Context: an optimization exercise on an open-source flow, tuned for small area, a short achievable clock period and few clock cycles. The choices shown serve that exercise and are no tape-out recipe. The RTL was checked by simulation tests, not by an equivalence proof against the original design.

==> flow/design.v (outline; a module is shown in full before it is edited, if it fits) <==
// module qadd: 44 lines
// module mfa: 4 lines
// module mha: 4 lines
// module mbsel: 3 lines
// module mxor: 3 lines
// module sqcs: 388 lines
// module mulcs: 1533 lines
// module xnew: 197 lines
// module ynew: 52 lines
// module escape: 100 lines
// module escape_time_mdbrot: 222 lines
module escape_time_mdbrot(input logic clk, input logic rst, input logic start,
                          input logic [12:0] max_iter, input logic [31:0] xmin, input logic [31:0] xmax, input logic [31:0] ymin, input logic [31:0] ymax, input logic [31:0] Xscale, input logic [31:0] Yscale,
                          output logic [7:0] vga_x, output logic [6:0] vga_y, output logic [2:0] vga_colour, output logic vga_plot,
                          output logic ready);
  // ...
==> flow/flow/run.sh <==
#!/bin/bash
# The standard layout, with the port buffers that buffer_ports inserts made
# plain buf_2 cells instead of the library's default pick (a delay buffer).
set -euo pipefail
export BUFFER_PORTS_ARGS="-buffer_cell sky130_fd_sc_hd__buf_2"
bash standard.sh > standard.log 2>&1
==> flow/standard.sh <==
#!/bin/bash
# synth_recipe.tcl (not shown) runs the flow's synth.tcl, then flattens the netlist and writes it again
# the make line also repeats each setting of config.mk as NAME=value (left out here)
make -C /OpenROAD-flow-scripts/flow DESIGN_CONFIG=/design/flow/config.mk WORK_HOME=/design/flow/orfs CLKGATE_MAP_FILE= SYNTH_SCRIPT=/design/flow/synth_recipe.tcl "${@:-finish}"
==> flow/config.mk <==
export PLATFORM = sky130hd
export DESIGN_NAME = escape_time_mdbrot
export DESIGN_NICKNAME = escape_time_mdbrot
export VERILOG_FILES = /design/flow/design.v
export SDC_FILE = /design/flow/constraint.sdc
export NUM_CORES = 4
export LEC_CHECK = 0
export CAP_MARGIN = 20
export CORE_MARGIN = 2
export CORE_UTILIZATION = 65
export CTS_CLUSTER_DIAMETER = 100
export CTS_CLUSTER_SIZE = 22
export PLACE_DENSITY = 0.75
export SLEW_MARGIN = 20
export SYNTH_HIERARCHICAL = 1
==> flow/constraint.sdc <==
create_clock -name core_clock -period 20.0 [get_ports {clk}]
set_input_delay 4.0000 -clock core_clock [delete_from_list [all_inputs] [get_ports {clk}]]
set_output_delay 4.0000 -clock core_clock [all_outputs]
set_load 0.01 [all_outputs]
==> summary.txt, run 1 <==
- Die area: 0.07998 mm2
- Critical path depth: 13
- Area share of and/or/nand/nor cells after synthesis: about an eighth
- Clk sink count: 589
- Total negative slack: 0 ns
- Critical path buffers and inverters: 1
- Status: finished clean
- Buffers inserted during post-CTS setup optimization: 0
- List of most frequent post-synthesis cells: fa_1, dfxtp_1, and2_1
- Count of cell types in the netlist: 108
- Largest delay contributor family on the critical path: compound AO/OA/AOI/OAI gates
- Initial DRC Count: ~2.7k
- FF+latch count: 589
- Period Utilization, post-route: 28.40%
- Sink of the worst hold path: ys1[10]
- Primary FF master, synth: dfxtp_1
- Critical path startpoint: init
- Horizontal die dimension: 282.8 um
- Cell area after placement: 0.05133 mm2
- Count of max-cap constraint violations: 0
- NumNets Final: between 5k and 6k
- Sequential cell area share: 23.80%
- Number of standard cells in the final layout excluding fillers: 5,634
Testbench counts, summed over its fixed seeds: cycles 2,373,874.
==> module xnew, before the edit <==
module xnew(input [23:0] xa, input [23:0] xb, input xc, input [23:0] ya, input [23:0] yb, input yc, input [24:0] cx, output [24:0] q);
wire xn_s0, xn_c0;
mfa u_xn_1(.a(xa[0]), .b(xb[0]), .c(~ya[0]), .s(xn_s0), .co(xn_c0));
wire xn_s1, xn_c1;
mfa u_xn_2(.a(xa[1]), .b(xb[1]), .c(~ya[1]), .s(xn_s1), .co(xn_c1));
wire xn_s2, xn_c2;
mha u_xn_3(.a(~yb[1]), .b(cx[1]), .s(xn_s2), .co(xn_c2));
wire xn_s3, xn_c3;
mfa u_xn_4(.a(xa[2]), .b(xb[2]), .c(~ya[2]), .s(xn_s3), .co(xn_c3));
wire xn_s4, xn_c4;
mha u_xn_5(.a(~yb[2]), .b(cx[2]), .s(xn_s4), .co(xn_c4));
wire xn_s5, xn_c5;
mfa u_xn_6(.a(xa[3]), .b(xb[3]), .c(~ya[3]), .s(xn_s5), .co(xn_c5));
wire xn_s6, xn_c6;
mha u_xn_7(.a(~yb[3]), .b(cx[3]), .s(xn_s6), .co(xn_c6));
wire xn_s7, xn_c7;
mfa u_xn_8(.a(xa[4]), .b(xb[4]), .c(~ya[4]), .s(xn_s7), .co(xn_c7));
wire xn_s8, xn_c8;
mha u_xn_9(.a(~yb[4]), .b(cx[4]), .s(xn_s8), .co(xn_c8));
wire xn_s9, xn_c9;
mfa u_xn_10(.a(xa[5]), .b(xb[5]), .c(~ya[5]), .s(xn_s9), .co(xn_c9));
wire xn_s10, xn_c10;
mha u_xn_11(.a(~yb[5]), .b(cx[5]), .s(xn_s10), .co(xn_c10));
wire xn_s11, xn_c11;
mfa u_xn_12(.a(xa[6]), .b(xb[6]), .c(~ya[6]), .s(xn_s11), .co(xn_c11));
wire xn_s12, xn_c12;
mha u_xn_13(.a(~yb[6]), .b(cx[6]), .s(xn_s12), .co(xn_c12));
wire xn_s13, xn_c13;
mfa u_xn_14(.a(xa[7]), .b(xb[7]), .c(~ya[7]), .s(xn_s13), .co(xn_c13));
wire xn_s14, xn_c14;
mha u_xn_15(.a(~yb[7]), .b(cx[7]), .s(xn_s14), .co(xn_c14));
wire xn_s15, xn_c15;
mfa u_xn_16(.a(xa[8]), .b(xb[8]), .c(~ya[8]), .s(xn_s15), .co(xn_c15));
wire xn_s16, xn_c16;
mha u_xn_17(.a(~yb[8]), .b(cx[8]), .s(xn_s16), .co(xn_c16));
wire xn_s17, xn_c17;
mfa u_xn_18(.a(xa[9]), .b(xb[9]), .c(~ya[9]), .s(xn_s17), .co(xn_c17));
wire xn_s18, xn_c18;
mha u_xn_19(.a(~yb[9]), .b(cx[9]), .s(xn_s18), .co(xn_c18));
wire xn_s19, xn_c19;
mfa u_xn_20(.a(xa[10]), .b(xb[10]), .c(~ya[10]), .s(xn_s19), .co(xn_c19));
wire xn_s20, xn_c20;
mha u_xn_21(.a(~yb[10]), .b(cx[10]), .s(xn_s20), .co(xn_c20));
wire xn_s21, xn_c21;
mfa u_xn_22(.a(xa[11]), .b(xb[11]), .c(~ya[11]), .s(xn_s21), .co(xn_c21));
wire xn_s22, xn_c22;
mha u_xn_23(.a(~yb[11]), .b(cx[11]), .s(xn_s22), .co(xn_c22));
wire xn_s23, xn_c23;
mfa u_xn_24(.a(xa[12]), .b(xb[12]), .c(~ya[12]), .s(xn_s23), .co(xn_c23));
wire xn_s24, xn_c24;
mha u_xn_25(.a(~yb[12]), .b(cx[12]), .s(xn_s24), .co(xn_c24));
wire xn_s25, xn_c25;
mfa u_xn_26(.a(xa[13]), .b(xb[13]), .c(~ya[13]), .s(xn_s25), .co(xn_c25));
wire xn_s26, xn_c26;
mha u_xn_27(.a(~yb[13]), .b(cx[13]), .s(xn_s26), .co(xn_c26));
wire xn_s27, xn_c27;
mfa u_xn_28(.a(xa[14]), .b(xb[14]), .c(~ya[14]), .s(xn_s27), .co(xn_c27));
wire xn_s28, xn_c28;
mha u_xn_29(.a(~yb[14]), .b(cx[14]), .s(xn_s28), .co(xn_c28));
wire xn_s29, xn_c29;
mfa u_xn_30(.a(xa[15]), .b(xb[15]), .c(~ya[15]), .s(xn_s29), .co(xn_c29));
wire xn_s30, xn_c30;
mha u_xn_31(.a(~yb[15]), .b(cx[15]), .s(xn_s30), .co(xn_c30));
wire xn_s31, xn_c31;
mfa u_xn_32(.a(xa[16]), .b(xb[16]), .c(~ya[16]), .s(xn_s31), .co(xn_c31));
wire xn_s32, xn_c32;
mha u_xn_33(.a(~yb[16]), .b(cx[16]), .s(xn_s32), .co(xn_c32));
wire xn_s33, xn_c33;
mfa u_xn_34(.a(xa[17]), .b(xb[17]), .c(~ya[17]), .s(xn_s33), .co(xn_c33));
wire xn_s34, xn_c34;
mha u_xn_35(.a(~yb[17]), .b(cx[17]), .s(xn_s34), .co(xn_c34));
wire xn_s35, xn_c35;
mfa u_xn_36(.a(xa[18]), .b(xb[18]), .c(~ya[18]), .s(xn_s35), .co(xn_c35));
wire xn_s36, xn_c36;
mha u_xn_37(.a(~yb[18]), .b(cx[18]), .s(xn_s36), .co(xn_c36));
wire xn_s37, xn_c37;
mfa u_xn_38(.a(xa[19]), .b(xb[19]), .c(~ya[19]), .s(xn_s37), .co(xn_c37));
wire xn_s38, xn_c38;
mha u_xn_39(.a(~yb[19]), .b(cx[19]), .s(xn_s38), .co(xn_c38));
wire xn_s39, xn_c39;
mfa u_xn_40(.a(xa[20]), .b(xb[20]), .c(~ya[20]), .s(xn_s39), .co(xn_c39));
wire xn_s40, xn_c40;
mha u_xn_41(.a(~yb[20]), .b(cx[20]), .s(xn_s40), .co(xn_c40));
wire xn_s41, xn_c41;
mfa u_xn_42(.a(xa[21]), .b(xb[21]), .c(~ya[21]), .s(xn_s41), .co(xn_c41));
wire xn_s42, xn_c42;
mha u_xn_43(.a(~yb[21]), .b(cx[21]), .s(xn_s42), .co(xn_c42));
wire xn_s43, xn_c43;
mfa u_xn_44(.a(xa[22]), .b(xb[22]), .c(~ya[22]), .s(xn_s43), .co(xn_c43));
wire xn_s44, xn_c44;
mha u_xn_45(.a(~yb[22]), .b(cx[22]), .s(xn_s44), .co(xn_c44));
wire xn_s45, xn_c45;
mfa u_xn_46(.a(xa[23]), .b(xb[23]), .c(~ya[23]), .s(xn_s45), .co(xn_c45));
wire xn_s46, xn_c46;
mha u_xn_47(.a(~yb[23]), .b(cx[23]), .s(xn_s46), .co(xn_c46));
wire xn_s47, xn_c47;
mha u_xn_48(.a(xn_s0), .b(~yb[0]), .s(xn_s47), .co(xn_c47));
wire xn_s48, xn_c48;
mfa u_xn_49(.a(xn_s1), .b(xn_s2), .c(~yc), .s(xn_s48), .co(xn_c48));
wire xn_s49, xn_c49;
mfa u_xn_50(.a(xn_s3), .b(xn_s4), .c(xn_c1), .s(xn_s49), .co(xn_c49));
wire xn_s50, xn_c50;
mfa u_xn_51(.a(xn_s5), .b(xn_s6), .c(xn_c3), .s(xn_s50), .co(xn_c50));
wire xn_s51, xn_c51;
mfa u_xn_52(.a(xn_s7), .b(xn_s8), .c(xn_c5), .s(xn_s51), .co(xn_c51));
wire xn_s52, xn_c52;
mfa u_xn_53(.a(xn_s9), .b(xn_s10), .c(xn_c7), .s(xn_s52), .co(xn_c52));
wire xn_s53, xn_c53;
mfa u_xn_54(.a(xn_s11), .b(xn_s12), .c(xn_c9), .s(xn_s53), .co(xn_c53));
wire xn_s54, xn_c54;
mfa u_xn_55(.a(xn_s13), .b(xn_s14), .c(xn_c11), .s(xn_s54), .co(xn_c54));
wire xn_s55, xn_c55;
mfa u_xn_56(.a(xn_s15), .b(xn_s16), .c(xn_c13), .s(xn_s55), .co(xn_c55));
wire xn_s56, xn_c56;
mfa u_xn_57(.a(xn_s17), .b(xn_s18), .c(xn_c15), .s(xn_s56), .co(xn_c56));
wire xn_s57, xn_c57;
mfa u_xn_58(.a(xn_s19), .b(xn_s20), .c(xn_c17), .s(xn_s57), .co(xn_c57));
wire xn_s58, xn_c58;
mfa u_xn_59(.a(xn_s21), .b(xn_s22), .c(xn_c19), .s(xn_s58), .co(xn_c58));
wire xn_s59, xn_c59;
mfa u_xn_60(.a(xn_s23), .b(xn_s24), .c(xn_c21), .s(xn_s59), .co(xn_c59));
wire xn_s60, xn_c60;
mfa u_xn_61(.a(xn_s25), .b(xn_s26), .c(xn_c23), .s(xn_s60), .co(xn_c60));
wire xn_s61, xn_c61;
mfa u_xn_62(.a(xn_s27), .b(xn_s28), .c(xn_c25), .s(xn_s61), .co(xn_c61));
wire xn_s62, xn_c62;
mfa u_xn_63(.a(xn_s29), .b(xn_s30), .c(xn_c27), .s(xn_s62), .co(xn_c62));
wire xn_s63, xn_c63;
mfa u_xn_64(.a(xn_s31), .b(xn_s32), .c(xn_c29), .s(xn_s63), .co(xn_c63));
wire xn_s64, xn_c64;
mfa u_xn_65(.a(xn_s33), .b(xn_s34), .c(xn_c31), .s(xn_s64), .co(xn_c64));
wire xn_s65, xn_c65;
mfa u_xn_66(.a(xn_s35), .b(xn_s36), .c(xn_c33), .s(xn_s65), .co(xn_c65));
wire xn_s66, xn_c66;
mfa u_xn_67(.a(xn_s37), .b(xn_s38), .c(xn_c35), .s(xn_s66), .co(xn_c66));
wire xn_s67, xn_c67;
mfa u_xn_68(.a(xn_s39), .b(xn_s40), .c(xn_c37), .s(xn_s67), .co(xn_c67));
wire xn_s68, xn_c68;
mfa u_xn_69(.a(xn_s41), .b(xn_s42), .c(xn_c39), .s(xn_s68), .co(xn_c68));
wire xn_s69, xn_c69;
mfa u_xn_70(.a(xn_s43), .b(xn_s44), .c(xn_c41), .s(xn_s69), .co(xn_c69));
wire xn_s70, xn_c70;
mfa u_xn_71(.a(xn_s45), .b(xn_s46), .c(xn_c43), .s(xn_s70), .co(xn_c70));
wire xn_s71, xn_c71;
mha u_xn_72(.a(cx[24]), .b(xn_c45), .s(xn_s71), .co(xn_c71));
wire xn_s72, xn_c72;
mfa u_xn_73(.a(xn_s47), .b(cx[0]), .c(yc), .s(xn_s72), .co(xn_c72));
wire xn_s73, xn_c73;
mfa u_xn_74(.a(xn_s48), .b(xn_c0), .c(xn_c47), .s(xn_s73), .co(xn_c73));
wire xn_s74, xn_c74;
mfa u_xn_75(.a(xn_s49), .b(xn_c2), .c(xn_c48), .s(xn_s74), .co(xn_c74));
wire xn_s75, xn_c75;
mfa u_xn_76(.a(xn_s50), .b(xn_c4), .c(xn_c49), .s(xn_s75), .co(xn_c75));
wire xn_s76, xn_c76;
mfa u_xn_77(.a(xn_s51), .b(xn_c6), .c(xn_c50), .s(xn_s76), .co(xn_c76));
wire xn_s77, xn_c77;
mfa u_xn_78(.a(xn_s52), .b(xn_c8), .c(xn_c51), .s(xn_s77), .co(xn_c77));
wire xn_s78, xn_c78;
mfa u_xn_79(.a(xn_s53), .b(xn_c10), .c(xn_c52), .s(xn_s78), .co(xn_c78));
wire xn_s79, xn_c79;
mfa u_xn_80(.a(xn_s54), .b(xn_c12), .c(xn_c53), .s(xn_s79), .co(xn_c79));
wire xn_s80, xn_c80;
mfa u_xn_81(.a(xn_s55), .b(xn_c14), .c(xn_c54), .s(xn_s80), .co(xn_c80));
wire xn_s81, xn_c81;
mfa u_xn_82(.a(xn_s56), .b(xn_c16), .c(xn_c55), .s(xn_s81), .co(xn_c81));
wire xn_s82, xn_c82;
mfa u_xn_83(.a(xn_s57), .b(xn_c18), .c(xn_c56), .s(xn_s82), .co(xn_c82));
wire xn_s83, xn_c83;
mfa u_xn_84(.a(xn_s58), .b(xn_c20), .c(xn_c57), .s(xn_s83), .co(xn_c83));
wire xn_s84, xn_c84;
mfa u_xn_85(.a(xn_s59), .b(xn_c22), .c(xn_c58), .s(xn_s84), .co(xn_c84));
wire xn_s85, xn_c85;
mfa u_xn_86(.a(xn_s60), .b(xn_c24), .c(xn_c59), .s(xn_s85), .co(xn_c85));
wire xn_s86, xn_c86;
mfa u_xn_87(.a(xn_s61), .b(xn_c26), .c(xn_c60), .s(xn_s86), .co(xn_c86));
wire xn_s87, xn_c87;
mfa u_xn_88(.a(xn_s62), .b(xn_c28), .c(xn_c61), .s(xn_s87), .co(xn_c87));
wire xn_s88, xn_c88;
mfa u_xn_89(.a(xn_s63), .b(xn_c30), .c(xn_c62), .s(xn_s88), .co(xn_c88));
wire xn_s89, xn_c89;
mfa u_xn_90(.a(xn_s64), .b(xn_c32), .c(xn_c63), .s(xn_s89), .co(xn_c89));
wire xn_s90, xn_c90;
mfa u_xn_91(.a(xn_s65), .b(xn_c34), .c(xn_c64), .s(xn_s90), .co(xn_c90));
wire xn_s91, xn_c91;
mfa u_xn_92(.a(xn_s66), .b(xn_c36), .c(xn_c65), .s(xn_s91), .co(xn_c91));
wire xn_s92, xn_c92;
mfa u_xn_93(.a(xn_s67), .b(xn_c38), .c(xn_c66), .s(xn_s92), .co(xn_c92));
wire xn_s93, xn_c93;
mfa u_xn_94(.a(xn_s68), .b(xn_c40), .c(xn_c67), .s(xn_s93), .co(xn_c93));
wire xn_s94, xn_c94;
mfa u_xn_95(.a(xn_s69), .b(xn_c42), .c(xn_c68), .s(xn_s94), .co(xn_c94));
wire xn_s95, xn_c95;
mfa u_xn_96(.a(xn_s70), .b(xn_c44), .c(xn_c69), .s(xn_s95), .co(xn_c95));
wire xn_s96, xn_c96;
mfa u_xn_97(.a(xn_s71), .b(xn_c46), .c(xn_c70), .s(xn_s96), .co(xn_c96));
assign q = {xn_s96, xn_s95, xn_s94, xn_s93, xn_s92, xn_s91, xn_s90, xn_s89, xn_s88, xn_s87, xn_s86, xn_s85, xn_s84, xn_s83, xn_s82, xn_s81, xn_s80, xn_s79, xn_s78, xn_s77, xn_s76, xn_s75, xn_s74, xn_s73, xn_s72} + {xn_c95, xn_c94, xn_c93, xn_c92, xn_c91, xn_c90, xn_c89, xn_c88, xn_c87, xn_c86, xn_c85, xn_c84, xn_c83, xn_c82, xn_c81, xn_c80, xn_c79, xn_c78, xn_c77, xn_c76, xn_c75, xn_c74, xn_c73, xn_c72, 1'b0} + {24'd0, xc};
endmodule
==> module ynew, before the edit <==
module ynew(input [24:0] cy, input [23:0] pa, input [23:0] pb, input pc, output [24:0] q);
wire [23:0] cyh = cy[24:1];
wire yn_s0, yn_c0;
mfa u_yn_1(.a(cyh[0]), .b(pa[0]), .c(pb[0]), .s(yn_s0), .co(yn_c0));
wire yn_s1, yn_c1;
mfa u_yn_2(.a(cyh[1]), .b(pa[1]), .c(pb[1]), .s(yn_s1), .co(yn_c1));
wire yn_s2, yn_c2;
mfa u_yn_3(.a(cyh[2]), .b(pa[2]), .c(pb[2]), .s(yn_s2), .co(yn_c2));
wire yn_s3, yn_c3;
mfa u_yn_4(.a(cyh[3]), .b(pa[3]), .c(pb[3]), .s(yn_s3), .co(yn_c3));
wire yn_s4, yn_c4;
mfa u_yn_5(.a(cyh[4]), .b(pa[4]), .c(pb[4]), .s(yn_s4), .co(yn_c4));
wire yn_s5, yn_c5;
mfa u_yn_6(.a(cyh[5]), .b(pa[5]), .c(pb[5]), .s(yn_s5), .co(yn_c5));
wire yn_s6, yn_c6;
mfa u_yn_7(.a(cyh[6]), .b(pa[6]), .c(pb[6]), .s(yn_s6), .co(yn_c6));
wire yn_s7, yn_c7;
mfa u_yn_8(.a(cyh[7]), .b(pa[7]), .c(pb[7]), .s(yn_s7), .co(yn_c7));
wire yn_s8, yn_c8;
mfa u_yn_9(.a(cyh[8]), .b(pa[8]), .c(pb[8]), .s(yn_s8), .co(yn_c8));
wire yn_s9, yn_c9;
mfa u_yn_10(.a(cyh[9]), .b(pa[9]), .c(pb[9]), .s(yn_s9), .co(yn_c9));
wire yn_s10, yn_c10;
mfa u_yn_11(.a(cyh[10]), .b(pa[10]), .c(pb[10]), .s(yn_s10), .co(yn_c10));
wire yn_s11, yn_c11;
mfa u_yn_12(.a(cyh[11]), .b(pa[11]), .c(pb[11]), .s(yn_s11), .co(yn_c11));
wire yn_s12, yn_c12;
mfa u_yn_13(.a(cyh[12]), .b(pa[12]), .c(pb[12]), .s(yn_s12), .co(yn_c12));
wire yn_s13, yn_c13;
mfa u_yn_14(.a(cyh[13]), .b(pa[13]), .c(pb[13]), .s(yn_s13), .co(yn_c13));
wire yn_s14, yn_c14;
mfa u_yn_15(.a(cyh[14]), .b(pa[14]), .c(pb[14]), .s(yn_s14), .co(yn_c14));
wire yn_s15, yn_c15;
mfa u_yn_16(.a(cyh[15]), .b(pa[15]), .c(pb[15]), .s(yn_s15), .co(yn_c15));
wire yn_s16, yn_c16;
mfa u_yn_17(.a(cyh[16]), .b(pa[16]), .c(pb[16]), .s(yn_s16), .co(yn_c16));
wire yn_s17, yn_c17;
mfa u_yn_18(.a(cyh[17]), .b(pa[17]), .c(pb[17]), .s(yn_s17), .co(yn_c17));
wire yn_s18, yn_c18;
mfa u_yn_19(.a(cyh[18]), .b(pa[18]), .c(pb[18]), .s(yn_s18), .co(yn_c18));
wire yn_s19, yn_c19;
mfa u_yn_20(.a(cyh[19]), .b(pa[19]), .c(pb[19]), .s(yn_s19), .co(yn_c19));
wire yn_s20, yn_c20;
mfa u_yn_21(.a(cyh[20]), .b(pa[20]), .c(pb[20]), .s(yn_s20), .co(yn_c20));
wire yn_s21, yn_c21;
mfa u_yn_22(.a(cyh[21]), .b(pa[21]), .c(pb[21]), .s(yn_s21), .co(yn_c21));
wire yn_s22, yn_c22;
mfa u_yn_23(.a(cyh[22]), .b(pa[22]), .c(pb[22]), .s(yn_s22), .co(yn_c22));
wire yn_s23, yn_c23;
mfa u_yn_24(.a(cyh[23]), .b(pa[23]), .c(pb[23]), .s(yn_s23), .co(yn_c23));
assign q = {{yn_s23, yn_s22, yn_s21, yn_s20, yn_s19, yn_s18, yn_s17, yn_s16, yn_s15, yn_s14, yn_s13, yn_s12, yn_s11, yn_s10, yn_s9, yn_s8, yn_s7, yn_s6, yn_s5, yn_s4, yn_s3, yn_s2, yn_s1, yn_s0} + {yn_c22, yn_c21, yn_c20, yn_c19, yn_c18, yn_c17, yn_c16, yn_c15, yn_c14, yn_c13, yn_c12, yn_c11, yn_c10, yn_c9, yn_c8, yn_c7, yn_c6, yn_c5, yn_c4, yn_c3, yn_c2, yn_c1, yn_c0, 1'b0} + {23'd0, pc}, cy[0]};
endmodule
==> module escape_time_mdbrot, before the edit <==
module escape_time_mdbrot(input logic clk, input logic rst, input logic start,
                          input logic [12:0] max_iter, input logic [31:0] xmin, input logic [31:0] xmax, input logic [31:0] ymin, input logic [31:0] ymax, input logic [31:0] Xscale, input logic [31:0] Yscale,
                          output logic [7:0] vga_x, output logic [6:0] vga_y, output logic [2:0] vga_colour, output logic vga_plot,
                          output logic ready);
localparam [1:0] S_IDLE = 2'd0;
localparam [1:0] S_INIT = 2'd1;
localparam [1:0] S_RUN  = 2'd2;
logic [1:0] state;
logic       init;                  
logic        xs_s, ys_s;           
logic [15:0] xs_m, ys_m;           
logic [12:0] mi_r;                 
logic        mi0, mi1, mi2;        
logic [12:0] mim1;                 
logic [24:0] gcx, gcy;             
logic [7:0]  gx;
logic [6:0]  gy;
logic        gdir;                 
logic        gval;                 
logic        v1, fresh1, fin1, last1, neg1;
logic        esc1;                 
logic [21:0] x1, y1;
logic [10:0] one1, two1;           
logic [21:0] xs1, ys1;             
logic [12:0] rem1;                 
logic [24:0] cx1, cy1;
logic [7:0]  px1;
logic [6:0]  py1;
logic        v2, fin2, last2, per2;
logic        escd2;                
logic [21:0] xs2, ys2;
logic [23:0] xxa2, xxb2, yya2, yyb2;    
logic        xxc2, yyc2;
logic [23:0] xya2, xyb2;                
logic        xyc2;
logic [12:0] rem2;
logic [24:0] cx2, cy2;
logic [7:0]  px2;
logic [6:0]  py2;
function automatic logic big25(input logic [24:0] v);
     big25 = (v[24:21] != 4'b0000) && (v[24:21] != 4'b1111);
endfunction
logic        gwrap, glast;
logic [24:0] gcx_a, gcy_a;
logic [23:0] gcx_b, gcy_b;
logic        gcx_s, gcy_s;
logic [24:0] gcx_sum, gcy_sum, gcx_nx, gcy_nx;
assign gwrap = gdir ? (gy == 7'd0) : (gy == 7'd119);
assign glast = gwrap & (gx == 8'd159);
assign gcx_a = init ? 25'd0 : gcx;
assign gcx_b = init ? gcx[23:0] : {8'd0, xs_m};
assign gcx_s = init ? gcx[24] : xs_s;
assign gcy_a = init ? 25'd0 : gcy;
assign gcy_b = init ? gcy[23:0] : {8'd0, ys_m};
assign gcy_s = init ? gcy[24] : (ys_s ^ gdir);
assign gcx_sum = gcx_a + {gcx_s, gcx_b ^ {24{gcx_s}}} + 25'(gcx_s);
assign gcy_sum = gcy_a + {gcy_s, gcy_b ^ {24{gcy_s}}} + 25'(gcy_s);
assign gcx_nx = gwrap ? gcx_sum : gcx;
assign gcy_nx = gwrap ? gcy : gcy_sum;
logic [23:0] xxa, xxb, yya, yyb;
logic        xxc, yyc;
logic [23:0] xya, xyb;
logic        xyc;
sqcs  sq_x   (.x(x1), .ha(xxa), .hb(xxb), .c(xxc));
sqcs  sq_y   (.x(y1), .ha(yya), .hb(yyb), .c(yyc));
mulcs mul_xy (.x(x1), .y(y1), .one(one1), .two(two1), .neg(neg1), .ha(xya), .hb(xyb), .c(xyc));
logic match, save;
assign match = ~fresh1 & (x1 == xs1) & (y1 == ys1);
assign save = fresh1 | (rem1[1:0] == 2'd0);
always_ff @(posedge clk) begin
     per2  <= match;
     xs2   <= save ? x1 : xs1;
     ys2   <= save ? y1 : ys1;
     xxa2  <= xxa;
     xxb2  <= xxb;
     xxc2  <= xxc;
     yya2  <= yya;
     yyb2  <= yyb;
     yyc2  <= yyc;
     xya2  <= xya;
     xyb2  <= xyb;
     xyc2  <= xyc;
     if (fresh1) begin
          fin2  <= mi0 | mi1 | big25(gcx) | big25(gcy);
          escd2 <= 1'b0;
          last2 <= mi2;
          rem2  <= mi0 ? 13'd0 : mim1;
          cx2   <= gcx;
          cy2   <= gcy;
          px2   <= gx;
          py2   <= gy;
     end else begin
          fin2  <= fin1 | esc1;
          escd2 <= esc1;
          last2 <= last1;
          rem2  <= rem1;
          cx2   <= cx1;
          cy2   <= cy1;
          px2   <= px1;
          py2   <= py1;
     end
end
logic        esc, stop, avail, take;
logic [24:0] xn, yn;
escape esc_t (.xa(xxa2), .xb(xxb2), .xc(xxc2), .ya(yya2), .yb(yyb2), .yc(yyc2), .esc(esc));
xnew   xn_a  (.xa(xxa2), .xb(xxb2), .xc(xxc2), .ya(yya2), .yb(yyb2), .yc(yyc2), .cx(cx2), .q(xn));
ynew   yn_a  (.cy(cy2), .pa(xya2), .pb(xyb2), .pc(xyc2), .q(yn));
assign stop = v2 & (fin2 | last2 | per2);
assign avail = (state == S_RUN) & gval & ~(fresh1 & glast);
assign take = avail & (~v2 | stop);
logic [2:0] col;
assign col = mi_r[2:0] - rem2[2:0] - {2'b00, escd2};
logic [21:0] x1d, y1d;
logic [22:0] yb;
assign x1d = take ? (fresh1 ? gcx_nx[21:0] : gcx[21:0]) : xn[21:0];
assign y1d = take ? (fresh1 ? gcy_nx[21:0] : gcy[21:0]) : yn[21:0];
assign yb = {y1d, 1'b0};
always_ff @(posedge clk) begin
     x1   <= x1d;
     y1   <= y1d;
     neg1 <= x1d[21] ^ y1d[21];
     for (int k = 0; k < 11; k++) begin
          one1[k] <= yb[2*k+1] ^ yb[2*k];
          two1[k] <= (yb[2*k+2] & ~yb[2*k+1] & ~yb[2*k]) | (~yb[2*k+2] & yb[2*k+1] & yb[2*k]);
     end
     rem1       <= rem2 - 13'd1;
     esc1       <= esc;
     fin1       <= big25(xn) | big25(yn);
     last1      <= (rem2 == 13'd2);
     xs1        <= xs2;
     ys1        <= ys2;
     cx1        <= cx2;
     cy1        <= cy2;
     px1        <= px2;
     py1        <= py2;
     vga_colour <= (escd2 | (fin2 & rem2 != 13'd0) | (~fin2 & esc)) ? col : 3'd0;
end
always_ff @(posedge clk) begin
     if (!rst) begin
          v1       <= 1'b0;
          v2       <= 1'b0;
          fresh1   <= 1'b0;
          vga_plot <= 1'b0;
     end else begin
          v1       <= take | (v2 & ~stop);
          v2       <= v1;
          fresh1   <= take;
          vga_plot <= stop;
     end
end
assign vga_x = px1;
assign vga_y = py1;
always_ff @(posedge clk) begin
     if (!rst) begin
          state <= S_IDLE;
          init  <= 1'b0;
          ready <= 1'b1;
          gval  <= 1'b0;
     end else begin
          case (state)
               S_IDLE: begin
                    gval <= 1'b0;
                    if (start) begin
                         state <= S_INIT;
                         init  <= 1'b1;
                         ready <= 1'b0;
                    end
               end
               S_INIT: begin
                    init  <= 1'b0;
                    gval  <= 1'b1;
                    state <= S_RUN;
               end
               default: begin
                    if (fresh1 && glast) gval <= 1'b0;
                    if (!gval && !v1 && !v2) begin
                         state <= S_IDLE;
                         ready <= 1'b1;
                    end
               end
          endcase
     end
end
assign mim1 = mi_r - 13'd1;
assign mi0 = (mi_r == 13'd0);
assign mi1 = (mi_r == 13'd1);
assign mi2 = (mi_r == 13'd2);
always_ff @(posedge clk) begin
     xs_s <= Xscale[31];
     xs_m <= Xscale[15:0];
     ys_s <= Yscale[31];
     ys_m <= Yscale[15:0];
     mi_r <= max_iter;
end
always_ff @(posedge clk) begin
     case (state)
          S_IDLE: begin
               gcx  <= {xmin[31], 1'b0, xmin[22:0]};
               gcy  <= {ymin[31], 1'b0, ymin[22:0]};
               gx   <= 8'd0;
               gy   <= 7'd0;
               gdir <= 1'b0;
          end
          S_INIT: begin
               gcx  <= gcx_sum;
               gcy  <= gcy_sum;
          end
          default: begin
               if (fresh1) begin
                    gcx <= gcx_nx;
                    gcy <= gcy_nx;
                    if (gwrap) begin
                         gx   <= gx + 8'd1;
                         gdir <= ~gdir;
                    end else begin
                         gy   <= gdir ? gy - 7'd1 : gy + 7'd1;
                    end
               end
          end
     endcase
end
endmodule
==> run 2, diff against run 1 <==
--- a/flow/design.v
+++ b/flow/design.v
@@ -1978,101 +1978,102 @@
 assign ha = {1'b1, ~bp10_22, mul_s239, mul_s238, mul_s237, mul_s236, mul_s235, mul_s234, mul_s233, mul_s232, mul_s231, mul_s230, mul_s229, mul_s228, mul_s227, mul_s226, mul_s225, mul_s224, mul_s223, mul_s222, mul_s221, mul_s220, mul_s219, mul_s218};
 assign hb = {1'b0, mul_c239, mul_c238, mul_c237, mul_c236, mul_c235, mul_c234, mul_c233, mul_c232, mul_c231, mul_c230, mul_c229, mul_c228, mul_c227, mul_c226, mul_c225, mul_c224, mul_c223, mul_c222, mul_c221, mul_c220, mul_c219, mul_c218, mul_c217};
 endmodule
-module xnew(input [23:0] xa, input [23:0] xb, input xc, input [23:0] ya, input [23:0] yb, input yc, input [24:0] cx, output [24:0] q);
+module xnew(input [23:0] xa, input [23:0] xb, input xc, input [23:0] ya, input [23:0] yb, input yc, input [21:0] cx, output [23:0] q);
+wire [23:0] cxe = {{2{cx[21]}}, cx};
 wire xn_s0, xn_c0;
 mfa u_xn_1(.a(xa[0]), .b(xb[0]), .c(~ya[0]), .s(xn_s0), .co(xn_c0));
 wire xn_s1, xn_c1;
 mfa u_xn_2(.a(xa[1]), .b(xb[1]), .c(~ya[1]), .s(xn_s1), .co(xn_c1));
 wire xn_s2, xn_c2;
-mha u_xn_3(.a(~yb[1]), .b(cx[1]), .s(xn_s2), .co(xn_c2));
+mha u_xn_3(.a(~yb[1]), .b(cxe[1]), .s(xn_s2), .co(xn_c2));
 wire xn_s3, xn_c3;
 mfa u_xn_4(.a(xa[2]), .b(xb[2]), .c(~ya[2]), .s(xn_s3), .co(xn_c3));
 wire xn_s4, xn_c4;
-mha u_xn_5(.a(~yb[2]), .b(cx[2]), .s(xn_s4), .co(xn_c4));
+mha u_xn_5(.a(~yb[2]), .b(cxe[2]), .s(xn_s4), .co(xn_c4));
 wire xn_s5, xn_c5;
 mfa u_xn_6(.a(xa[3]), .b(xb[3]), .c(~ya[3]), .s(xn_s5), .co(xn_c5));
 wire xn_s6, xn_c6;
-mha u_xn_7(.a(~yb[3]), .b(cx[3]), .s(xn_s6), .co(xn_c6));
+mha u_xn_7(.a(~yb[3]), .b(cxe[3]), .s(xn_s6), .co(xn_c6));
 wire xn_s7, xn_c7;
 mfa u_xn_8(.a(xa[4]), .b(xb[4]), .c(~ya[4]), .s(xn_s7), .co(xn_c7));
 wire xn_s8, xn_c8;
-mha u_xn_9(.a(~yb[4]), .b(cx[4]), .s(xn_s8), .co(xn_c8));
+mha u_xn_9(.a(~yb[4]), .b(cxe[4]), .s(xn_s8), .co(xn_c8));
 wire xn_s9, xn_c9;
 mfa u_xn_10(.a(xa[5]), .b(xb[5]), .c(~ya[5]), .s(xn_s9), .co(xn_c9));
 wire xn_s10, xn_c10;
-mha u_xn_11(.a(~yb[5]), .b(cx[5]), .s(xn_s10), .co(xn_c10));
+mha u_xn_11(.a(~yb[5]), .b(cxe[5]), .s(xn_s10), .co(xn_c10));
 wire xn_s11, xn_c11;
 mfa u_xn_12(.a(xa[6]), .b(xb[6]), .c(~ya[6]), .s(xn_s11), .co(xn_c11));
 wire xn_s12, xn_c12;
-mha u_xn_13(.a(~yb[6]), .b(cx[6]), .s(xn_s12), .co(xn_c12));
+mha u_xn_13(.a(~yb[6]), .b(cxe[6]), .s(xn_s12), .co(xn_c12));
 wire xn_s13, xn_c13;
 mfa u_xn_14(.a(xa[7]), .b(xb[7]), .c(~ya[7]), .s(xn_s13), .co(xn_c13));
 wire xn_s14, xn_c14;
-mha u_xn_15(.a(~yb[7]), .b(cx[7]), .s(xn_s14), .co(xn_c14));
+mha u_xn_15(.a(~yb[7]), .b(cxe[7]), .s(xn_s14), .co(xn_c14));
 wire xn_s15, xn_c15;
 mfa u_xn_16(.a(xa[8]), .b(xb[8]), .c(~ya[8]), .s(xn_s15), .co(xn_c15));
 wire xn_s16, xn_c16;
-mha u_xn_17(.a(~yb[8]), .b(cx[8]), .s(xn_s16), .co(xn_c16));
+mha u_xn_17(.a(~yb[8]), .b(cxe[8]), .s(xn_s16), .co(xn_c16));
 wire xn_s17, xn_c17;
 mfa u_xn_18(.a(xa[9]), .b(xb[9]), .c(~ya[9]), .s(xn_s17), .co(xn_c17));
 wire xn_s18, xn_c18;
-mha u_xn_19(.a(~yb[9]), .b(cx[9]), .s(xn_s18), .co(xn_c18));
+mha u_xn_19(.a(~yb[9]), .b(cxe[9]), .s(xn_s18), .co(xn_c18));
 wire xn_s19, xn_c19;
 mfa u_xn_20(.a(xa[10]), .b(xb[10]), .c(~ya[10]), .s(xn_s19), .co(xn_c19));
 wire xn_s20, xn_c20;
-mha u_xn_21(.a(~yb[10]), .b(cx[10]), .s(xn_s20), .co(xn_c20));
+mha u_xn_21(.a(~yb[10]), .b(cxe[10]), .s(xn_s20), .co(xn_c20));
 wire xn_s21, xn_c21;
 mfa u_xn_22(.a(xa[11]), .b(xb[11]), .c(~ya[11]), .s(xn_s21), .co(xn_c21));
 wire xn_s22, xn_c22;
-mha u_xn_23(.a(~yb[11]), .b(cx[11]), .s(xn_s22), .co(xn_c22));
+mha u_xn_23(.a(~yb[11]), .b(cxe[11]), .s(xn_s22), .co(xn_c22));
 wire xn_s23, xn_c23;
 mfa u_xn_24(.a(xa[12]), .b(xb[12]), .c(~ya[12]), .s(xn_s23), .co(xn_c23));
 wire xn_s24, xn_c24;
-mha u_xn_25(.a(~yb[12]), .b(cx[12]), .s(xn_s24), .co(xn_c24));
+mha u_xn_25(.a(~yb[12]), .b(cxe[12]), .s(xn_s24), .co(xn_c24));
 wire xn_s25, xn_c25;
 mfa u_xn_26(.a(xa[13]), .b(xb[13]), .c(~ya[13]), .s(xn_s25), .co(xn_c25));
 wire xn_s26, xn_c26;
-mha u_xn_27(.a(~yb[13]), .b(cx[13]), .s(xn_s26), .co(xn_c26));
+mha u_xn_27(.a(~yb[13]), .b(cxe[13]), .s(xn_s26), .co(xn_c26));
 wire xn_s27, xn_c27;
 mfa u_xn_28(.a(xa[14]), .b(xb[14]), .c(~ya[14]), .s(xn_s27), .co(xn_c27));
 wire xn_s28, xn_c28;
-mha u_xn_29(.a(~yb[14]), .b(cx[14]), .s(xn_s28), .co(xn_c28));
+mha u_xn_29(.a(~yb[14]), .b(cxe[14]), .s(xn_s28), .co(xn_c28));
 wire xn_s29, xn_c29;
 mfa u_xn_30(.a(xa[15]), .b(xb[15]), .c(~ya[15]), .s(xn_s29), .co(xn_c29));
 wire xn_s30, xn_c30;
-mha u_xn_31(.a(~yb[15]), .b(cx[15]), .s(xn_s30), .co(xn_c30));
+mha u_xn_31(.a(~yb[15]), .b(cxe[15]), .s(xn_s30), .co(xn_c30));
 wire xn_s31, xn_c31;
 mfa u_xn_32(.a(xa[16]), .b(xb[16]), .c(~ya[16]), .s(xn_s31), .co(xn_c31));
 wire xn_s32, xn_c32;
-mha u_xn_33(.a(~yb[16]), .b(cx[16]), .s(xn_s32), .co(xn_c32));
+mha u_xn_33(.a(~yb[16]), .b(cxe[16]), .s(xn_s32), .co(xn_c32));
 wire xn_s33, xn_c33;
 mfa u_xn_34(.a(xa[17]), .b(xb[17]), .c(~ya[17]), .s(xn_s33), .co(xn_c33));
 wire xn_s34, xn_c34;
-mha u_xn_35(.a(~yb[17]), .b(cx[17]), .s(xn_s34), .co(xn_c34));
+mha u_xn_35(.a(~yb[17]), .b(cxe[17]), .s(xn_s34), .co(xn_c34));
 wire xn_s35, xn_c35;
 mfa u_xn_36(.a(xa[18]), .b(xb[18]), .c(~ya[18]), .s(xn_s35), .co(xn_c35));
 wire xn_s36, xn_c36;
-mha u_xn_37(.a(~yb[18]), .b(cx[18]), .s(xn_s36), .co(xn_c36));
+mha u_xn_37(.a(~yb[18]), .b(cxe[18]), .s(xn_s36), .co(xn_c36));
 wire xn_s37, xn_c37;
 mfa u_xn_38(.a(xa[19]), .b(xb[19]), .c(~ya[19]), .s(xn_s37), .co(xn_c37));
 wire xn_s38, xn_c38;
-mha u_xn_39(.a(~yb[19]), .b(cx[19]), .s(xn_s38), .co(xn_c38));
+mha u_xn_39(.a(~yb[19]), .b(cxe[19]), .s(xn_s38), .co(xn_c38));
 wire xn_s39, xn_c39;
 mfa u_xn_40(.a(xa[20]), .b(xb[20]), .c(~ya[20]), .s(xn_s39), .co(xn_c39));
 wire xn_s40, xn_c40;
-mha u_xn_41(.a(~yb[20]), .b(cx[20]), .s(xn_s40), .co(xn_c40));
+mha u_xn_41(.a(~yb[20]), .b(cxe[20]), .s(xn_s40), .co(xn_c40));
 wire xn_s41, xn_c41;
 mfa u_xn_42(.a(xa[21]), .b(xb[21]), .c(~ya[21]), .s(xn_s41), .co(xn_c41));
 wire xn_s42, xn_c42;
-mha u_xn_43(.a(~yb[21]), .b(cx[21]), .s(xn_s42), .co(xn_c42));
+mha u_xn_43(.a(~yb[21]), .b(cxe[21]), .s(xn_s42), .co(xn_c42));
 wire xn_s43, xn_c43;
 mfa u_xn_44(.a(xa[22]), .b(xb[22]), .c(~ya[22]), .s(xn_s43), .co(xn_c43));
 wire xn_s44, xn_c44;
-mha u_xn_45(.a(~yb[22]), .b(cx[22]), .s(xn_s44), .co(xn_c44));
+mha u_xn_45(.a(~yb[22]), .b(cxe[22]), .s(xn_s44), .co(xn_c44));
 wire xn_s45, xn_c45;
 mfa u_xn_46(.a(xa[23]), .b(xb[23]), .c(~ya[23]), .s(xn_s45), .co(xn_c45));
 wire xn_s46, xn_c46;
-mha u_xn_47(.a(~yb[23]), .b(cx[23]), .s(xn_s46), .co(xn_c46));
+mha u_xn_47(.a(~yb[23]), .b(cxe[23]), .s(xn_s46), .co(xn_c46));
 wire xn_s47, xn_c47;
 mha u_xn_48(.a(xn_s0), .b(~yb[0]), .s(xn_s47), .co(xn_c47));
 wire xn_s48, xn_c48;
@@ -2122,61 +2123,57 @@
 wire xn_s70, xn_c70;
 mfa u_xn_71(.a(xn_s45), .b(xn_s46), .c(xn_c43), .s(xn_s70), .co(xn_c70));
 wire xn_s71, xn_c71;
-mha u_xn_72(.a(cx[24]), .b(xn_c45), .s(xn_s71), .co(xn_c71));
+mfa u_xn_72(.a(xn_s47), .b(cxe[0]), .c(yc), .s(xn_s71), .co(xn_c71));
 wire xn_s72, xn_c72;
-mfa u_xn_73(.a(xn_s47), .b(cx[0]), .c(yc), .s(xn_s72), .co(xn_c72));
+mfa u_xn_73(.a(xn_s48), .b(xn_c0), .c(xn_c47), .s(xn_s72), .co(xn_c72));
 wire xn_s73, xn_c73;
-mfa u_xn_74(.a(xn_s48), .b(xn_c0), .c(xn_c47), .s(xn_s73), .co(xn_c73));
+mfa u_xn_74(.a(xn_s49), .b(xn_c2), .c(xn_c48), .s(xn_s73), .co(xn_c73));
 wire xn_s74, xn_c74;
-mfa u_xn_75(.a(xn_s49), .b(xn_c2), .c(xn_c48), .s(xn_s74), .co(xn_c74));
+mfa u_xn_75(.a(xn_s50), .b(xn_c4), .c(xn_c49), .s(xn_s74), .co(xn_c74));
 wire xn_s75, xn_c75;
-mfa u_xn_76(.a(xn_s50), .b(xn_c4), .c(xn_c49), .s(xn_s75), .co(xn_c75));
+mfa u_xn_76(.a(xn_s51), .b(xn_c6), .c(xn_c50), .s(xn_s75), .co(xn_c75));
 wire xn_s76, xn_c76;
-mfa u_xn_77(.a(xn_s51), .b(xn_c6), .c(xn_c50), .s(xn_s76), .co(xn_c76));
+mfa u_xn_77(.a(xn_s52), .b(xn_c8), .c(xn_c51), .s(xn_s76), .co(xn_c76));
 wire xn_s77, xn_c77;
-mfa u_xn_78(.a(xn_s52), .b(xn_c8), .c(xn_c51), .s(xn_s77), .co(xn_c77));
+mfa u_xn_78(.a(xn_s53), .b(xn_c10), .c(xn_c52), .s(xn_s77), .co(xn_c77));
 wire xn_s78, xn_c78;
-mfa u_xn_79(.a(xn_s53), .b(xn_c10), .c(xn_c52), .s(xn_s78), .co(xn_c78));
+mfa u_xn_79(.a(xn_s54), .b(xn_c12), .c(xn_c53), .s(xn_s78), .co(xn_c78));
 wire xn_s79, xn_c79;
-mfa u_xn_80(.a(xn_s54), .b(xn_c12), .c(xn_c53), .s(xn_s79), .co(xn_c79));
+mfa u_xn_80(.a(xn_s55), .b(xn_c14), .c(xn_c54), .s(xn_s79), .co(xn_c79));
 wire xn_s80, xn_c80;
-mfa u_xn_81(.a(xn_s55), .b(xn_c14), .c(xn_c54), .s(xn_s80), .co(xn_c80));
+mfa u_xn_81(.a(xn_s56), .b(xn_c16), .c(xn_c55), .s(xn_s80), .co(xn_c80));
 wire xn_s81, xn_c81;
-mfa u_xn_82(.a(xn_s56), .b(xn_c16), .c(xn_c55), .s(xn_s81), .co(xn_c81));
+mfa u_xn_82(.a(xn_s57), .b(xn_c18), .c(xn_c56), .s(xn_s81), .co(xn_c81));
 wire xn_s82, xn_c82;
-mfa u_xn_83(.a(xn_s57), .b(xn_c18), .c(xn_c56), .s(xn_s82), .co(xn_c82));
+mfa u_xn_83(.a(xn_s58), .b(xn_c20), .c(xn_c57), .s(xn_s82), .co(xn_c82));
 wire xn_s83, xn_c83;
-mfa u_xn_84(.a(xn_s58), .b(xn_c20), .c(xn_c57), .s(xn_s83), .co(xn_c83));
+mfa u_xn_84(.a(xn_s59), .b(xn_c22), .c(xn_c58), .s(xn_s83), .co(xn_c83));
 wire xn_s84, xn_c84;
-mfa u_xn_85(.a(xn_s59), .b(xn_c22), .c(xn_c58), .s(xn_s84), .co(xn_c84));
+mfa u_xn_85(.a(xn_s60), .b(xn_c24), .c(xn_c59), .s(xn_s84), .co(xn_c84));
 wire xn_s85, xn_c85;
-mfa u_xn_86(.a(xn_s60), .b(xn_c24), .c(xn_c59), .s(xn_s85), .co(xn_c85));
+mfa u_xn_86(.a(xn_s61), .b(xn_c26), .c(xn_c60), .s(xn_s85), .co(xn_c85));
 wire xn_s86, xn_c86;
-mfa u_xn_87(.a(xn_s61), .b(xn_c26), .c(xn_c60), .s(xn_s86), .co(xn_c86));
+mfa u_xn_87(.a(xn_s62), .b(xn_c28), .c(xn_c61), .s(xn_s86), .co(xn_c86));
 wire xn_s87, xn_c87;
-mfa u_xn_88(.a(xn_s62), .b(xn_c28), .c(xn_c61), .s(xn_s87), .co(xn_c87));
+mfa u_xn_88(.a(xn_s63), .b(xn_c30), .c(xn_c62), .s(xn_s87), .co(xn_c87));
 wire xn_s88, xn_c88;
-mfa u_xn_89(.a(xn_s63), .b(xn_c30), .c(xn_c62), .s(xn_s88), .co(xn_c88));
+mfa u_xn_89(.a(xn_s64), .b(xn_c32), .c(xn_c63), .s(xn_s88), .co(xn_c88));
 wire xn_s89, xn_c89;
-mfa u_xn_90(.a(xn_s64), .b(xn_c32), .c(xn_c63), .s(xn_s89), .co(xn_c89));
+mfa u_xn_90(.a(xn_s65), .b(xn_c34), .c(xn_c64), .s(xn_s89), .co(xn_c89));
 wire xn_s90, xn_c90;
-mfa u_xn_91(.a(xn_s65), .b(xn_c34), .c(xn_c64), .s(xn_s90), .co(xn_c90));
+mfa u_xn_91(.a(xn_s66), .b(xn_c36), .c(xn_c65), .s(xn_s90), .co(xn_c90));
 wire xn_s91, xn_c91;
-mfa u_xn_92(.a(xn_s66), .b(xn_c36), .c(xn_c65), .s(xn_s91), .co(xn_c91));
+mfa u_xn_92(.a(xn_s67), .b(xn_c38), .c(xn_c66), .s(xn_s91), .co(xn_c91));
 wire xn_s92, xn_c92;
-mfa u_xn_93(.a(xn_s67), .b(xn_c38), .c(xn_c66), .s(xn_s92), .co(xn_c92));
+mfa u_xn_93(.a(xn_s68), .b(xn_c40), .c(xn_c67), .s(xn_s92), .co(xn_c92));
 wire xn_s93, xn_c93;
-mfa u_xn_94(.a(xn_s68), .b(xn_c40), .c(xn_c67), .s(xn_s93), .co(xn_c93));
+mfa u_xn_94(.a(xn_s69), .b(xn_c42), .c(xn_c68), .s(xn_s93), .co(xn_c93));
 wire xn_s94, xn_c94;
-mfa u_xn_95(.a(xn_s69), .b(xn_c42), .c(xn_c68), .s(xn_s94), .co(xn_c94));
-wire xn_s95, xn_c95;
-mfa u_xn_96(.a(xn_s70), .b(xn_c44), .c(xn_c69), .s(xn_s95), .co(xn_c95));
-wire xn_s96, xn_c96;
-mfa u_xn_97(.a(xn_s71), .b(xn_c46), .c(xn_c70), .s(xn_s96), .co(xn_c96));
-assign q = {xn_s96, xn_s95, xn_s94, xn_s93, xn_s92, xn_s91, xn_s90, xn_s89, xn_s88, xn_s87, xn_s86, xn_s85, xn_s84, xn_s83, xn_s82, xn_s81, xn_s80, xn_s79, xn_s78, xn_s77, xn_s76, xn_s75, xn_s74, xn_s73, xn_s72} + {xn_c95, xn_c94, xn_c93, xn_c92, xn_c91, xn_c90, xn_c89, xn_c88, xn_c87, xn_c86, xn_c85, xn_c84, xn_c83, xn_c82, xn_c81, xn_c80, xn_c79, xn_c78, xn_c77, xn_c76, xn_c75, xn_c74, xn_c73, xn_c72, 1'b0} + {24'd0, xc};
+mfa u_xn_95(.a(xn_s70), .b(xn_c44), .c(xn_c69), .s(xn_s94), .co(xn_c94));
+assign q = {xn_s94, xn_s93, xn_s92, xn_s91, xn_s90, xn_s89, xn_s88, xn_s87, xn_s86, xn_s85, xn_s84, xn_s83, xn_s82, xn_s81, xn_s80, xn_s79, xn_s78, xn_s77, xn_s76, xn_s75, xn_s74, xn_s73, xn_s72, xn_s71} + {xn_c93, xn_c92, xn_c91, xn_c90, xn_c89, xn_c88, xn_c87, xn_c86, xn_c85, xn_c84, xn_c83, xn_c82, xn_c81, xn_c80, xn_c79, xn_c78, xn_c77, xn_c76, xn_c75, xn_c74, xn_c73, xn_c72, xn_c71, 1'b0} + {23'd0, xc};
 endmodule
-module ynew(input [24:0] cy, input [23:0] pa, input [23:0] pb, input pc, output [24:0] q);
-wire [23:0] cyh = cy[24:1];
+module ynew(input [21:0] cy, input [23:0] pa, input [23:0] pb, input pc, output [23:0] q);
+wire [22:0] cyh = {{2{cy[21]}}, cy[21:1]};
 wire yn_s0, yn_c0;
 mfa u_yn_1(.a(cyh[0]), .b(pa[0]), .c(pb[0]), .s(yn_s0), .co(yn_c0));
 wire yn_s1, yn_c1;
@@ -2223,9 +2220,7 @@
 mfa u_yn_22(.a(cyh[21]), .b(pa[21]), .c(pb[21]), .s(yn_s21), .co(yn_c21));
 wire yn_s22, yn_c22;
 mfa u_yn_23(.a(cyh[22]), .b(pa[22]), .c(pb[22]), .s(yn_s22), .co(yn_c22));
-wire yn_s23, yn_c23;
-mfa u_yn_24(.a(cyh[23]), .b(pa[23]), .c(pb[23]), .s(yn_s23), .co(yn_c23));
-assign q = {{yn_s23, yn_s22, yn_s21, yn_s20, yn_s19, yn_s18, yn_s17, yn_s16, yn_s15, yn_s14, yn_s13, yn_s12, yn_s11, yn_s10, yn_s9, yn_s8, yn_s7, yn_s6, yn_s5, yn_s4, yn_s3, yn_s2, yn_s1, yn_s0} + {yn_c22, yn_c21, yn_c20, yn_c19, yn_c18, yn_c17, yn_c16, yn_c15, yn_c14, yn_c13, yn_c12, yn_c11, yn_c10, yn_c9, yn_c8, yn_c7, yn_c6, yn_c5, yn_c4, yn_c3, yn_c2, yn_c1, yn_c0, 1'b0} + {23'd0, pc}, cy[0]};
+assign q = {{yn_s22, yn_s21, yn_s20, yn_s19, yn_s18, yn_s17, yn_s16, yn_s15, yn_s14, yn_s13, yn_s12, yn_s11, yn_s10, yn_s9, yn_s8, yn_s7, yn_s6, yn_s5, yn_s4, yn_s3, yn_s2, yn_s1, yn_s0} + {yn_c21, yn_c20, yn_c19, yn_c18, yn_c17, yn_c16, yn_c15, yn_c14, yn_c13, yn_c12, yn_c11, yn_c10, yn_c9, yn_c8, yn_c7, yn_c6, yn_c5, yn_c4, yn_c3, yn_c2, yn_c1, yn_c0, 1'b0} + {22'd0, pc}, cy[0]};
 endmodule
 module escape(input [23:0] xa, input [23:0] xb, input xc, input [23:0] ya, input [23:0] yb, input yc, output esc);
 wire es_s0, es_c0;
@@ -2352,7 +2347,7 @@
 logic [10:0] one1, two1;           
 logic [21:0] xs1, ys1;             
 logic [12:0] rem1;                 
-logic [24:0] cx1, cy1;
+logic [21:0] cx1, cy1;             
 logic [7:0]  px1;
 logic [6:0]  py1;
 logic        v2, fin2, last2, per2;
@@ -2363,29 +2358,26 @@
 logic [23:0] xya2, xyb2;                
 logic        xyc2;
 logic [12:0] rem2;
-logic [24:0] cx2, cy2;
+logic [21:0] cx2, cy2;
 logic [7:0]  px2;
 logic [6:0]  py2;
 function automatic logic big25(input logic [24:0] v);
      big25 = (v[24:21] != 4'b0000) && (v[24:21] != 4'b1111);
 endfunction
-logic        gwrap, glast;
-logic [24:0] gcx_a, gcy_a;
-logic [23:0] gcx_b, gcy_b;
-logic        gcx_s, gcy_s;
-logic [24:0] gcx_sum, gcy_sum, gcx_nx, gcy_nx;
+function automatic logic big24(input logic [23:0] v);
+     big24 = (v[23:21] != 3'b000) && (v[23:21] != 3'b111);
+endfunction
+logic        gwrap, glast, gys;
+logic [24:0] gcx_sum, gcy_sum, gcx_nx, gcy_nx, gcx_cv, gcy_cv;
 assign gwrap = gdir ? (gy == 7'd0) : (gy == 7'd119);
 assign glast = gwrap & (gx == 8'd159);
-assign gcx_a = init ? 25'd0 : gcx;
-assign gcx_b = init ? gcx[23:0] : {8'd0, xs_m};
-assign gcx_s = init ? gcx[24] : xs_s;
-assign gcy_a = init ? 25'd0 : gcy;
-assign gcy_b = init ? gcy[23:0] : {8'd0, ys_m};
-assign gcy_s = init ? gcy[24] : (ys_s ^ gdir);
-assign gcx_sum = gcx_a + {gcx_s, gcx_b ^ {24{gcx_s}}} + 25'(gcx_s);
-assign gcy_sum = gcy_a + {gcy_s, gcy_b ^ {24{gcy_s}}} + 25'(gcy_s);
+assign gys = ys_s ^ gdir;
+assign gcx_sum = gcx + ({25{xs_s}} ^ {9'd0, xs_m}) + 25'(xs_s);
+assign gcy_sum = gcy + ({25{gys}} ^ {9'd0, ys_m}) + 25'(gys);
 assign gcx_nx = gwrap ? gcx_sum : gcx;
 assign gcy_nx = gwrap ? gcy : gcy_sum;
+assign gcx_cv = ({25{gcx[24]}} ^ {2'd0, gcx[22:0]}) + 25'(gcx[24]);
+assign gcy_cv = ({25{gcy[24]}} ^ {2'd0, gcy[22:0]}) + 25'(gcy[24]);
 logic [23:0] xxa, xxb, yya, yyb;
 logic        xxc, yyc;
 logic [23:0] xya, xyb;
@@ -2414,8 +2406,8 @@
           escd2 <= 1'b0;
           last2 <= mi2;
           rem2  <= mi0 ? 13'd0 : mim1;
-          cx2   <= gcx;
-          cy2   <= gcy;
+          cx2   <= gcx[21:0];
+          cy2   <= gcy[21:0];
           px2   <= gx;
           py2   <= gy;
      end else begin
@@ -2430,7 +2422,7 @@
      end
 end
 logic        esc, stop, avail, take;
-logic [24:0] xn, yn;
+logic [23:0] xn, yn;
 escape esc_t (.xa(xxa2), .xb(xxb2), .xc(xxc2), .ya(yya2), .yb(yyb2), .yc(yyc2), .esc(esc));
 xnew   xn_a  (.xa(xxa2), .xb(xxb2), .xc(xxc2), .ya(yya2), .yb(yyb2), .yc(yyc2), .cx(cx2), .q(xn));
 ynew   yn_a  (.cy(cy2), .pa(xya2), .pb(xyb2), .pc(xyc2), .q(yn));
@@ -2454,7 +2446,7 @@
      end
      rem1       <= rem2 - 13'd1;
      esc1       <= esc;
-     fin1       <= big25(xn) | big25(yn);
+     fin1       <= big24(xn) | big24(yn);
      last1      <= (rem2 == 13'd2);
      xs1        <= xs2;
      ys1        <= ys2;
@@ -2531,8 +2523,8 @@
                gdir <= 1'b0;
           end
           S_INIT: begin
-               gcx  <= gcx_sum;
-               gcy  <= gcy_sum;
+               gcx  <= gcx_cv;
+               gcy  <= gcy_cv;
           end
           default: begin
                if (fresh1) begin
==> summary.txt, run 2 <==
- Clk sink count: 574 (was 589)
- Initial core utilization: 65.35% (was 65.44%)
- Die area: 0.07974 mm2 (was 0.07998 mm2)
- Wire length of the first global-routing pass: 201,000 um (was 204,200 um)
- Final Hold Violating Endpoints: 0 (unchanged)
- Mapped Cells: 4,674 (was 4,642)
- Top library cells by usage in the layout, fill and taps aside: fa_1, dfxtp_1, and2_1 (unchanged)
- Height of the chip: 282.4 um (was 282.8 um)
- Final clock skew: 0.03604 ns (was 0.03962 ns)
- Number of clock buffers inserted by TritonCTS: 34 (was 35)
- Root buffer cell: clkbuf_16 (unchanged)
- Buffers inserted during post-CTS setup optimization: 0 (unchanged)
- Hold/Removal Path Class: register to register (unchanged)
- Initial DRC Count: 2,684 (was 2,658)
- Share of layout cells above drive strength 1: 9.205% (was 9.841%)
- CP most frequent cell: fa_1 (was xor2_1)
- RePlAce Congestion: 0.8941 (was 0.9286)
- Number of routed nets with antenna violations: 0 (unchanged)
- Final number of setup-violating endpoints: 0 (unchanged)
- Area of the core: 0.07708 mm2 (was 0.07721 mm2)
- Place WS: 14.84 ns (was 14.55 ns)
- Remaining DRCs: 0 (unchanged)
- Wire length per cell after detailed routing: 22.73 um (was 23.03 um)
- Largest delay contributor family on the critical path: adder cells (was compound AO/OA/AOI/OAI gates)
- Max Fclk: 0.1893 GHz (was 0.1760 GHz)
- Worst skew pair latency: 0.60 ns (about the same)
- Measured slew at the worst slew-check pin: 1.213 ns (was 1.221 ns)
- Half-perimeter wire length after placement: 89,390 um (was 90,700 um)
- Largest registers in the final layout: gcx: 25 flops, gcy: 25 flops
- H-tree levels: 2 (unchanged)
- Filler instances: 5,964 (was 5,905)
- Detailed Routing Iterations Pass 1: 5 (unchanged)
- Total negative slack: 0 ns (unchanged)
- Headroom to the max-slew limit: 19.00% (was 18.01%)
- Count of hold-fix buffers inserted at cts: 0 (unchanged)
- Final wirelength: 128,400 um (was 129,800 um)
- Area growth from synthesis to layout: 3.771% (was 3.834%)
- Mean area per synthesized cell: 10.78 um2 (was 10.88 um2)
- Minimum period implied by the final worst setup slack: 5.283 ns (was 5.681 ns)
- Buffers added on ports: 117 (unchanged)
- Number of buffers on the longest clock path: 3 (unchanged)
- Cells along the critical path: a22o_1 -> xor2_1 -> fa_1 -> fa_1 -> fa_1 -> fa_1 -> fa_1 -> ha_1 -> and4_1 -> a221oi_1 -> o21ai_1 (was buf_4 -> nor2b_1 -> a21o_1 -> xor2_1 -> ha_1 -> a21oi_1 -> o21ai_1 -> a311oi_1 -> nand2_1 -> a31oi_1 -> o2111ai_1 -> nand3_1 -> xor2_1)
- Worst setup margin: 14.72 ns (was 14.32 ns)
- Resized cells post-CTS: 0 (unchanged)
- Setup repair after global routing missed its margin: no (unchanged)
- Critical-path top delay cell: dfxtp_1 (was dfxtp_4)
- Summed instance area of the synthesized netlist: 0.05037 mm2 (was 0.05052 mm2)
- Register clock-pin slew on the reported worst setup and hold paths: 0.09 ns (about the same)
- Period Utilization, post-route: 26.42% (was 28.40%)
- Max Slew Vio Count: 0 (unchanged)
- Final core area utilization: 67.81% (was 67.94%)
- Count of max-cap constraint violations: 0 (unchanged)
- Via count of the first global-routing pass: 35.80k (was 35.96k)
- Overall routing resource usage: 32.70% (was 33.07%)
- Most frequent standard cell in the layout excluding fill and tap cells: fa_1 (unchanged)
- Critical path buffers and inverters: 0 (was 1)
- Largest net degree at the start of global routing: 100 (was 68)
- Horizontal die dimension: 282.4 um (was 282.8 um)
- Average vias per placed instance: 6.223 (was 6.215)
- Critical path class: register to register (unchanged)
- Max stage delay on crit path: 1.05 ns (was 0.79 ns)
- Crit path required time: 20.47 ns (about the same)
- GRT overflow: 0 (unchanged)
- Critical Path Source Type: register (unchanged)
- Total number of placement rows: 102 (unchanged)
- Critical Path End Type: register (unchanged)
- Post-route worst hold slack: 0.3264 ns (was 0.3105 ns)
- Ys Warns: 7 (unchanged)
- Routed vias: 35.16k (was 35.02k)
- Num ports: 228 (unchanged)
- Initial antenna violation count: 5 (was 2)
- Status: finished clean (unchanged)
- Largest fanout of any net on the critical path: 23 (was 54)
- CTS tree: built (unchanged)
- NumNets Final: 5,770 (was 5,756)
- Arrival @ worst endpoint: 5.75 ns (was 6.15 ns)
==> run 2: metal layers <==
metal / track usage (%) / routed length (um) / vias up
met1: 45.10 / 54160 / 17670
li1: - / - / 15660
met3: 6.616 / 11600 / 303
met5: 0 / 23 / -
met4: 12.18 / 5057 / 4
met2: 51.31 / 57580 / 1520
==> run 2: final cells by class <==
type                    count  area, um2  share of cell area (%)
repair buffers            193       1156                   2.212
flip-flops and latches    574      12190                   23.33
inverters                 136      510.5                  0.9766
diodes                      3      7.507                 0.01436
multi-input cells        3648      36000                   68.87
clock buffers              44      919.6                   1.759
well taps                1040       1301                   2.489
clock inverters            11      181.4                  0.3471
==> run 2: through the flow <==
stage / cell area [um2] / instances
6_report: 52270 / 5649
4_1_cts: 52250 / 5646
3_3_place_gp: 51150 / 5591
2_1_floorplan: 50450 / 4696
5_1_grt: 52270 / 5647
3_5_place_dp: 51150 / 5591
==> run 2: path summary, 6_finish.rpt <==
path / from / depth (start not counted) / slack (ns) / endpoint
worst min register to register: xs2[8] / 0 / 0.33 / xs1[8]
worst max register to register: one1[1] / 11 / 14.72 / xyc2
worst min-delay path: xs2[8] / 0 / 0.33 / xs1[8]
worst max-delay path: one1[1] / 11 / 14.72 / xyc2
Testbench counts of run 2, summed over its fixed seeds: cycles 2,373,874.

-- static timing again, ports no longer ideal --
Ports are ideal in the flow. The routed layouts listed here were re-timed in OpenROAD.
Step 1, drivers: a clkbuf_16 drives clk and a buf_2 each remaining input, both assumed.
Step 2 adds t to the input delays and takes it off the output delays; t is the mean of the earliest and latest rising clock arrival at the registers after step 1. Input paths then give back, and output paths get back, about the clock's delay inside the block.
Three values: ideal, step 1, step 2; two values: the first two.
run | t, ns | setup slack, ns | worst setup path at the end | latest minus earliest clock arrival (ns)
run 1 | 0.639 | 14.319 / 14.319 / 14.319 | register to register | 0.044 / 0.044
run 2 | 0.649 | 14.717 / 14.717 / 14.717 | register to register | 0.041 / 0.041
After both steps setup and hold are still met in every run listed.
